Background: an optimization exercise with open tools, aiming at small area and a short achievable clock period. Do not read the settings as production practice.
At most, simulation tests tie the RTL to the original design; equivalence was not proved.
Power figures rest on the tool's default switching activity, not on a simulated workload.

==> inputs of job 5864 <==
Design conv3x3_fp32, start of the top module:
module conv3x3_fp32(
    input         clk,
    input         resetn,
    input         valid_in,
    input  [31:0] data,
    input  [31:0] w1, w2, w3, w4, w5, w6, w7, w8, w9,
    output        valid_out,
    output [31:0] data_out
);
clock: 8.0 ns
lec_check: 0
cap_margin: 30
core_margin: 2
core_utilization: 45
slew_margin: 20
run.sh (not shown) runs the stock make flow with config.mk's settings and CLKGATE_MAP_FILE= SYNTH_SCRIPT=/design/flow/synth_recipe.tcl, a recipe that flattens the netlist after the stock synthesis.
==> job 4834 (differences from job 5864) <==
SETUP_SLACK_MARGIN = 4.5   (was default)
==> comparison table <==
|  | job 4834 | job 5864 |
|---|---|---|
| Final std cell area, no fill | 395000 um2 | 382000 um2 |
| Leakage power figure | 172 nW | 167 nW |
| Arrival @ worst endpoint | 5.51 ns | 6.48 ns |
| Final instance count without filler cells | 42400 | 41900 |
| Launch point of the worst reg-to-reg path | u_m4.t2_819 | u_m4.t2_822 |
| Sum of met3 wire segment lengths after detailed routing | 70300 um | 67400 um |
| Total clock network power | 37.7 mW | 37.0 mW |
| Combinational share of power | 0.520 | 0.471 |
| Worst R2R Path Depth | 16 | 17 |
| Inserted Diodes | 25 | 31 |
| Proportion of cell area spent on the clock network | 0.0688 | 0.0701 |
| Status | timing/DRC/antenna clean | timing/DRC/antenna clean |
| Internal reg-to-reg setup slack | 3.55 ns | 2.53 ns |
| Comb_multi_in | 17800 | 17800 |
| Number of fill cells | 65300 | 66700 |
| Met1 track utilization from global routing | 0.314 | 0.304 |
No functional check of the RTL was part of any run of this note.

==> build 78: inputs <==
conv3x3_fp32, a different RTL version from the one above (not shown whole).
make LEC_CHECK=0 CAP_MARGIN=30 CORE_MARGIN=2 CORE_UTILIZATION=65 SETUP_SLACK_MARGIN=4.0 SLEW_MARGIN=20 finish   # period 8.0 ns
==> trial 38: changes against build 78 <==
--- a/flow/config.mk
+++ b/flow/config.mk
@@ -9,3 +9,3 @@
 export CORE_MARGIN = 2
-export CORE_UTILIZATION = 65
+export CORE_UTILIZATION = 55
 export SETUP_SLACK_MARGIN = 4.0
==> trial 61: changes against build 78 <==
--- a/flow/config.mk
+++ b/flow/config.mk
@@ -9,4 +9,4 @@
 export CORE_MARGIN = 2
-export CORE_UTILIZATION = 65
-export SETUP_SLACK_MARGIN = 4.0
+export CORE_UTILIZATION = 55
+export SETUP_SLACK_MARGIN = 3.6
 export SLEW_MARGIN = 20
==> summary of the runs <==
In trial 38 the count of clock-buffer cells in the layout is higher than in build 78, by 21. Critical path depth: build 78 > trial 38 > trial 61. Of build 78 and trial 38, trial 38 has the higher die area (gap about 15%, measured against trial 38). Final area: trial 61 is higher than build 78 (0.44%). Final cell count, highest first: trial 38, trial 61, build 78. Synthesized area is the same in build 78 and trial 38. Of build 78 and trial 38, build 78 has the higher first-iteration DRC count (gap 15%, measured against trial 38).
==> figures <==
metric	trial 38	build 78	trial 61
Status	timing/DRC/antenna clean	timing/DRC/antenna clean	timing/DRC/antenna clean
Final period utilization	48.67%	49.46%	52.87%
Inverters, non-clock	3,038	3,039	3,037
Total Power	156.6 mW	155.7 mW	154.4 mW
Worst-path cell with the longest stage delay	nor4_1	a2111oi_4	nand2b_1
Critical register-to-register path startpoint	u_m1.p[13]	u_m2.t2_la[10]	wm9[17]
Worst r2r path cells	11	19	10
Clock net power	29.8 mW	28.7 mW	29.8 mW
Wire length of the first global-routing pass	1,244,000 um	1,211,000 um	1,241,000 um
Critical path's largest stage delay	1.00 ns	0.34 ns	0.61 ns
Buffers & Inverters on Critical Path	2	5	3
Post-Route M1 WL	350,700 um	324,600 um	349,900 um
Sum of met3 wire segment lengths after detailed routing	58,750 um	61,380 um	57,600 um
Effective utilization at floorplan	55.08%	65.11%	55.08%
Antenna cells	12	15	13
Drt total wl	808,000 um	781,100 um	802,600 um

==> build 54: inputs <==
conv3x3_fp32, a different RTL version from the one above (not shown whole).
clock: 8.0 ns
lec_check: 0
cap_margin: 30
core_margin: 2
core_utilization: 55
setup_slack_margin: 4.2
slew_margin: 20
standard.sh (not shown) runs the stock make flow with config.mk's settings and CLKGATE_MAP_FILE= SYNTH_SCRIPT=/design/flow/synth_recipe.tcl, a recipe that flattens the netlist after the stock synthesis.
==> flow/flow/run.sh <==
#!/bin/bash
set -euo pipefail
export BUFFER_PORTS_ARGS="-buffer_cell sky130_fd_sc_hd__buf_4"
bash standard.sh > standard_flow.log 2>&1
==> trial 40 (differences from build 54) <==
SETUP_SLACK_MARGIN = 4.6   (was 4.2)
==> summary.md <==
| Metric | Value |
|---|---|
| Sequential portion of the cell area | `0.3537` |
| Status | `timing/DRC/antenna clean` |
| Comb pwr share | `0.492` |
| Largest net degree at the start of global routing | `~200` |
| Placement Cell Area | `0.3138 mm^2` |
| Clock buffers | `~810` |
[end of results for build 54]
==> summary.md <==
| Metric | Value |
|---|---|
| Status | `timing/DRC/antenna clean` |
| Final worst slack | `approximately 4.1 ns` |
| Clock buffers | `783` |
| Switching pwr | `between 60 and 70 mW` |
| Placement Cell Area | `between 0.3 and 0.4 mm^2` |
| FF+latch count, synth | `5500` |
| Sequential portion of the cell area | `0.3377` |
| Comb pwr share | `0.506` |
[end of results for trial 40]

==> 05-26 <==
Another version of the RTL of conv3x3_fp32 (not shown whole).
clock: 8.0 ns
lec_check: 0
cap_margin: 30
core_margin: 2
core_utilization: 45
slew_margin: 20
run.sh (not shown) runs the stock make flow with config.mk's settings and CLKGATE_MAP_FILE= SYNTH_SCRIPT=/design/flow/synth_recipe.tcl, a recipe that flattens the netlist after the stock synthesis.
Stock flow here: none of the scripts above is used.
==> 02-16 (differences from 05-26) <==
--- a/flow/config.mk
+++ b/flow/config.mk
@@ -9,3 +9,4 @@
 export CORE_MARGIN = 2
-export CORE_UTILIZATION = 45
+export CORE_UTILIZATION = 55
+export SETUP_SLACK_MARGIN = 4.5
 export SLEW_MARGIN = 20
==> comparison <==
Of 02-16 and 05-26, 05-26 has the higher count of clock-buffer cells in the layout (gap 2).
In synthesized area, 05-26 and 02-16 do not differ.
Against 05-26, the via count of 02-16 is larger by 2.8%.
In sequential power, 05-26 and 02-16 hardly differ.
Of 02-16 and 05-26, 02-16 has the higher combinational power (gap 16%, measured against 05-26).
==> figures <==
item	02-16	05-26
Nets	31,640	30,900
Count of instances resized after the clock tree is built	1,030	0
Number of ordinary inverters in the final layout	2,907	2,900
Area added between synthesis and finish	16.70%	11.43%
Number of fillers in the final layout	40,900	56,410
Tightest Pin Transition	1057 ps	1058 ps
Logic gate share of total power	0.601	0.564
Area of the die	519,600 sq um	634,300 sq um
Met2 GRT Util	0.5043	0.4021
Result of the run	timing/DRC/antenna clean	timing/DRC/antenna clean
Time the final worst path needs with I/O delays and setup	4420 ps	5867 ps
Power density over the cells	494.0 nW/um^2	474.7 nW/um^2

==> re-timing with driven ports <==
How much do the figures lean on ideal ports? The routed layouts below were timed once more, with nothing changed but the port constraints. Step 1 (the two cells are an assumption about what drives the block):
set clk [get_ports {clk}]
set_driving_cell -lib_cell sky130_fd_sc_hd__clkbuf_16 $clk
set_driving_cell -lib_cell sky130_fd_sc_hd__buf_2 [delete_from_list [all_inputs] $clk]
Step 2, shift: input delay + t, output delay - t, t = (earliest + latest rising clock arrival at the registers) / 2. This alone moves slack from input paths to output paths. Three values: ideal, step 1, step 2; two values: the first two.
run	shift t [ns]	slack for setup (ns)	hold slack, ns	slew at the worst register clock pin (ns)	worst data-port slew with drivers (ns)
job 5864	1.274	2.528 / 2.528 / 2.528	0.298 / 0.298 / 0.298	0.07 / 0.07	0.29
job 4834	1.279	3.554 / 3.554 / 3.251	0.291 / 0.291 / 0.291	0.07 / 0.07	0.40
build 78	1.192	4.043 / 4.043 / 3.736	0.308 / 0.308 / 0.308	0.07 / 0.07	0.37
trial 38	1.216	4.107 / 4.107 / 3.429	0.320 / 0.320 / 0.320	0.07 / 0.07	0.43
trial 61	1.217	3.770 / 3.770 / 3.457	0.317 / 0.317 / 0.317	0.07 / 0.07	0.43
build 54	1.208	4.180 / 4.138 / 2.929	0.313 / 0.313 / 0.313	0.07 / 0.07	0.33
trial 40	1.223	4.122 / 4.112 / 2.889	0.280 / 0.280 / 0.280	0.07 / 0.07	0.28
05-26	1.211	2.133 / 2.133 / 2.133	0.266 / 0.266 / 0.266	0.07 / 0.07	0.22
02-16	1.188	3.580 / 3.580 / 3.580	0.297 / 0.297 / 0.297	0.07 / 0.07	0.25
After both steps setup and hold are still met in every run listed. The setup slack of build 54, which loses most, moves by -0.042 ns with the drivers and by -1.251 ns with both steps.
